From an optimization exercise on the open Yosys and OpenROAD flow, aimed at small area; shortcuts taken in it are not production practice.
Function was checked by simulation only, so behaviour that the tests miss may differ from the original.
No activity file was given, so power comes from the tool's default toggle rates.

==> flow/design.v, too long to show whole: its modules and the start of the top module <==
// module full_adder: 4 lines
// module half_adder: 4 lines
// module mac_row0: 81 lines
// module mac_row1: 103 lines
// module mac_row2: 104 lines
// module mac_row3: 106 lines
// module mac_row4: 108 lines
// module mac_row5: 110 lines
// module mac_fixup: 10 lines
// module systolic_data_setup_unit: 24 lines
// module matrix_multiply_unit: 110 lines
// module mmu_top: 41 lines
module mmu_top
    #(
        parameter int MATRIX_WIDTH = 6
    )(
        input   logic clk,
        input   logic rst,
        input   logic enable,
        input   logic [8*MATRIX_WIDTH-1:0] weight_data,
        input   logic weight_signed,
        input   logic load_weight,
        input   logic [7:0] weight_addr,
        input   logic activate_weight,
        input   logic [8*MATRIX_WIDTH-1:0] data_in,
        input   logic data_signed,
        output  logic [32*MATRIX_WIDTH-1:0] result
    );
  // ...
==> flow/flow/run.sh <==
#!/bin/bash
# Layout flow: the standard flow (standard.sh, unchanged synthesis, floorplan,
# power grid, placement, routing) with two settings changed:
#  - the port buffers that global placement inserts on every input and output are
#    the smallest buffer, sky130_fd_sc_hd__buf_1 (repair may still resize them);
#  - clock tree synthesis clusters up to 28 sinks within 100 um per clkbuf_16 leaf
#    buffer and inserts no dummy loads.
# Each make step's full log stays in orfs/logs/; standard.sh's own output is in flow.log.
set -euo pipefail
cd "$(dirname "$0")/.."
bash standard.sh \
  "BUFFER_PORTS_ARGS=-buffer_cell sky130_fd_sc_hd__buf_1" \
  "CTS_ARGS=-sink_clustering_enable -repair_clock_nets -sink_clustering_size 28 -sink_clustering_max_diameter 100 -buf_list sky130_fd_sc_hd__clkbuf_16 -dont_use_dummy_load" \
  finish > flow.log 2>&1
test -s out/final.def
==> flow/standard.sh <==
#!/bin/bash
# synth_recipe.tcl (not shown) runs the flow's synth.tcl, then flattens the netlist and writes it again
# the make line also repeats each setting of config.mk as NAME=value (left out here)
make -C /OpenROAD-flow-scripts/flow DESIGN_CONFIG=/design/flow/config.mk WORK_HOME=/design/flow/orfs CLKGATE_MAP_FILE= SYNTH_SCRIPT=/design/flow/synth_recipe.tcl "${@:-finish}"
==> flow/config.mk <==
export PLATFORM = sky130hd
export DESIGN_NAME = mmu_top
export DESIGN_NICKNAME = mmu_top
export VERILOG_FILES = /design/flow/design.v
export SDC_FILE = /design/flow/constraint.sdc
export NUM_CORES = 4
export LEC_CHECK = 0
export CAP_MARGIN = 10
export CORE_MARGIN = 2
export CORE_UTILIZATION = 72
export SLEW_MARGIN = 10
export SYNTH_HIERARCHICAL = 1
export SYNTH_MINIMUM_KEEP_SIZE = 0
==> flow/constraint.sdc <==
create_clock -name core_clock -period 7.0 [get_ports {clk}]
set_input_delay 1.4000 -clock core_clock [delete_from_list [all_inputs] [get_ports {clk}]]
set_output_delay 1.4000 -clock core_clock [all_outputs]
set_load 0.01 [all_outputs]
==> reports/results.tsv, run 1 <==
stage	metric	value	unit
run_status	status	finished clean	
critical_path	critical_path.top_delay_family	adder cells	
clock_tree	clk-insertion-delay-late	740	ps
critical_path	cp.depth	13	
critical_path	crit_top_cell	fa_1	
timing	finClkSkew	44.37	ps
cells_and_area	multi_input_area	0.07447	mm2
place	place.port_buffers	302	
grt	grtUsageMet2	47.46	%
critical_path	critPathCapture	matrix_multiply_unit_tpu_core.g_col[3].u3[13]	
critical_path	worstSetupStartpointType	register	
cells_and_area	synthToLayoutAreaGrowth	-2.917	%
worst_hold_path	min_from	matrix_multiply_unit_tpu_core.pre_wn[0][7]	
power	maxPowerGroup	combinational cells	
cells_and_area	fin_area	0.1305	mm2
logic_synthesis	syn_avg_cell_area	13.72	um2
drt	drc	0	
place	placed_cells	11120	
grt	busiest_layer	met2	
worst_hold_path	hold_depth	0	
grt	grt_first_pass_wirelength	440.8	mm
die	pin_count	303	
timing	tns	0	ps
timing	maxSlewViolCount	0	
clock_tree	cts_made_buffers	75	
critical_path	slowest_stage	edfxtp_1	
timing	period_needed	6232	ps
timing	report.final.setup_viol	0	
cells_and_area	final_util	70.40	%
logic_synthesis	syn_area	0.1345	mm2
place	hpwl	215.9	mm
drt	top_layer_used	met4	
grt	grt.overflow.total	0	
logic_synthesis	synthMuxAreaShare	0.9082	%
die	rows	158	
clock_tree	cts_setup_buffers	0	
cells_and_area	regArea	0.04797	mm2
grt	grt_max_degree	143	
clock_tree	cts_tree	yes	
power	finalPower	0.05988	W
critical_path	critPathMaxFanout	17	
power	max-vdd-ir-drop	0.2797	mV
logic_synthesis	yosysSeqAreaShare	35.67	%
logic_synthesis	synth_compound_area_share	0.03908	%
==> inputs of run 2 (changes only) <==
--- a/flow/config.mk
+++ b/flow/config.mk
@@ -8,5 +8,5 @@
 export CAP_MARGIN = 10
 export CORE_MARGIN = 2
-export CORE_UTILIZATION = 72
+export CORE_UTILIZATION = 75
 export SLEW_MARGIN = 10
 export SYNTH_HIERARCHICAL = 1
==> reports/results.tsv, run 2 <==
stage	metric	value	unit	change
power	p_seq_share	32.7	%	
logic_synthesis	synth_nets	12990		
timing	period_needed	6082	ps	-150.6 ps
critical_path	critPathMaxFanout	49		+32
timing	report.final.setup_viol	0		unchanged
drt	wirelength	281.6	mm	
power	max-vdd-ir-drop	0.2822	mV	+0.90%
logic_synthesis	synth_cell_types	29		
clock_tree	cts_resized	0		
clock_tree	cts_setup_buffers	0		unchanged
logic_synthesis	ys_top_cells_by_count	fa_1, nor2_1, edfxtp_1, buf_4, buf_2		
critical_path	arrival	6550	ps	
clock_tree	clkTransAtPathRegs	100	ps	
power	p_sw_share	39.34	%	
drt	drt-vias-per-instance	6.087		
cells_and_area	drive_gt1_share	2.172	%	
die	core	0.1782	mm2	
die	die_y	427.4	um	
timing	maxSlewViolCount	0		unchanged
logic_synthesis	postSynthCellCount	9797		
clock_tree	ctsHoldBuffers	0		
drt	drc	0		unchanged
drt	avgRoutedWirePerCell	25.45	um	
clock_tree	cts_tree	yes		
timing	final.period_utilization	86.88	%	
cells_and_area	nets	11900		
clock_tree	cts_made_buffers	74		-1.3%
place	hpwl	214.9	mm	-0.45%
grt	grt_first_pass_wirelength	438.8	mm	-0.45%
die	rows	155		-1.9%
logic_synthesis	syn_avg_cell_area	13.72	um2	unchanged
timing	worst_pin_slew	1076	ps	
cells_and_area	final_cell_mix	fa_1, nor2_1, edfxtp_1, buf_1, and2_1		
drt	initialDrtViolationCount	6163		
place	place_area	0.1284	mm2	
clock_tree	clk-insertion-delay-late	740	ps	about the same
critical_path	worstSetupStartpointType	register		
clock_tree	cts_num_sinks	1643		
power	finalPower	0.06006	W	+0.29%
logic_synthesis	synthTopCellsByArea	fa_1, edfxtp_1, nor2_1		
critical_path	required	7470	ps	
place	gp_congestion	0.9146		
drt	antenna_left	0		
die	die_area	0.1827	mm2	
cells_and_area	final_util	73.12	%	+2.7 points
logic_synthesis	synth_warnings	19		
place	place.port_buffers	302		unchanged
grt	antenna_found_initial	13		
logic_synthesis	synth_largest_area_cell	fa_1		
cells_and_area	top_regs	matrix_multiply_unit_tpu_core.act_wn: 288 flops, matrix_multiply_unit_tpu_core.pre_wn: 288 flops		
grt	grt_use_total	32.47	%	
timing	finalHoldWorstSlack	403.2	ps	
timing	relSlewSlack	28.28	%	
logic_synthesis	synthMostInstantiatedCell	fa_1		
logic_synthesis	synth_edf_count	1506		
clock_tree	clockBufferDepth	3		
clock_tree	cts-htree-levels	3		
logic_synthesis	synth_seq_cells	1643		
power	power.net_switching	0.02362	W	
timing	final-hold-violation-count	0		
logic_synthesis	async_flop_share	0	%	
clock_tree	cts_root_buffer	clkbuf_16		
worst_hold_path	hold_depth	0		unchanged
timing	rsz0062_at_grt	no		
timing	finClkSkew	48.69	ps	+4.323 ps
cells_and_area	fin_area	0.1303	mm2	-0.17%
logic_synthesis	syn_area	0.1345	mm2	unchanged
critical_path	endpoint_kind	register		
power	combPwrFrac	59.2	%	
cells_and_area	synthToLayoutAreaGrowth	-3.086	%	
drt	num_vias	67330		
cells_and_area	layout_commonest_cell	fa_1		
logic_synthesis	yosysSeqAreaShare	35.67	%	unchanged
timing	max_freq	164.4	MHz	
logic_synthesis	synth_ff_type	edfxtp_1		
die	start_util	75.44	%	
critical_path	path_class	register to register		
grt	grt.overflow.total	0		unchanged
critical_path	reg2reg_depth	14		
worst_hold_path	hp-class	register to register		
drt	firstDrtPassIters	7		
logic_synthesis	synth_top_area_share	42.08	%	
timing	tns	0	ps	unchanged
power	power_density	460.9	mW/mm2	
critical_path	r2r_slack	920	ps	
grt	grt_max_degree	142		-0.70%
flow_run	drv_cap	0		
die	pin_count	303		unchanged
run_status	status	finished clean		
power	leakage	53.46	nW	
grt	grt_pass1_vias	74870		
power	intPower	0.03643	W	
power	p_clk_share	8.1	%	
die	die_x	427.4	um	
## run 2: cell counts after synthesis
No cell type changed its count.
## run 2: power by group through the flow
stage          logic [W]  registers, W  clock network (W)
2_1_floorplan     0.0442        0.0191                  0
3_3_place_gp      0.0339        0.0198                  0
3_5_place_dp      0.0361        0.0199                  0
4_1_cts           0.0363        0.0197            0.00501
5_1_grt           0.0416        0.0199            0.00527
6_report          0.0356        0.0196            0.00486
## run 2: per-module statistics from Yosys, one instance, submodules excluded, excerpt
module	flops+latches	area [um2]	copies in the design	cells inside
mac_row5	0	648.1	6	124
mac_fixup	0	158.9	6	21
mac_row0	0	561.8	6	118
full_adder	0	20.02	2826	1
mac_row3	0	625.6	6	120
mac_row4	0	614.3	6	124
mac_row1	0	618.1	6	119
half_adder	0	12.51	246	1
mac_row2	0	616.8	6	119
## run 2: worst paths after layout
kind	from	endpoint
max reg2reg	matrix_multiply_unit_tpu_core.d_byten[5][0]	matrix_multiply_unit_tpu_core.g_col[1].u5[13]
min reg2reg	matrix_multiply_unit_tpu_core.pre_wn[3][2]	matrix_multiply_unit_tpu_core.act_wn[3][2]
max	matrix_multiply_unit_tpu_core.d_byten[5][0]	matrix_multiply_unit_tpu_core.g_col[1].u5[13]
min	matrix_multiply_unit_tpu_core.pre_wn[3][2]	matrix_multiply_unit_tpu_core.act_wn[3][2]
## run 2: critical path, stage by stage (launching register included)
cell      delay [ps]
edfxtp_1         430
buf_12           200
nor2_1           190
fa_1             470
fa_1             440
fa_1             450
fa_1             430
fa_1             450
fa_1             460
ha_1             230
fa_1             380
fa_1             390
fa_1             400
fa_1             400
fa_1             440
## run 2: final cells by class
class	count	area [um2]
diodes	6	15.01
multi-input cells	6415	74470
flip-flops and latches	1643	47970
fillers	11580	47920
repair buffers	401	2432
clock buffers	74	1852
inverters	168	630.6
well taps	2355	2947
## run 2: kinds of logic (layout without fill, tap and decap cells)
kind of cell | after synthesis | after routing | share of synthesized area [%]
other cells | 0 | 6 | 0
flops | 1643 | 1643 | 35.67
fa+ha+maj | 3086 | 3086 | 44.49
buf+inv | 1739 | 643 | 8.972
simple gates | 3164 | 3164 | 9.605
mux | 122 | 122 | 0.9082
xor+xnor | 37 | 37 | 0.3080
compound gates | 6 | 6 | 0.03909
## run 2: through the flow
stage	setup WS, ps	instances
floorplan	1155	9797
global placement	1032	10980
detailed placement	918.1	10980
CTS	897.5	11060
global route	706.5	11060
finish	918.2	11060
## run 2: per-layer routing
| layer | share of wire (%) | vias up | GRT usage (%) | wire length, um |
|---|---|---|---|---|
| li1 | - | 27490 | - | - |
| met1 | 40 | 35800 | 47.13 | 112600 |
| met2 | 47 | 3451 | 50.32 | 131300 |
| met3 | 8.5 | 596 | 5.267 | 23900 |
| met4 | 4.9 | 0 | 13.59 | 13770 |
| met5 | 0 | - | 0 | 0 |

## separate check: timing with driven ports
Ports are ideal in the flow. The routed layouts listed here were re-timed in OpenROAD. Step 1 sets driving cells, clkbuf_16 on the clock port and buf_2 on the other inputs (assumed; they add their load-dependent delay and slew). Step 2 times the ports against the registers' clock, not the clock port: input delays grow and output delays shrink by t, the midpoint of the rising clock arrivals with the driver on. a / b / c = no drivers / after step 1 / after step 2; a / b = the first two.
run	shift t [ns]	setup WS [ns]	slew at the worst register clock pin (ns)	worst data-port slew with drivers (ns)
run 1	0.815	0.768 / 0.768 / 0.768	0.11 / 0.11	0.05
run 2	0.808	0.918 / 0.918 / 0.918	0.11 / 0.11	0.08
After both steps setup and hold are still met in every run listed.
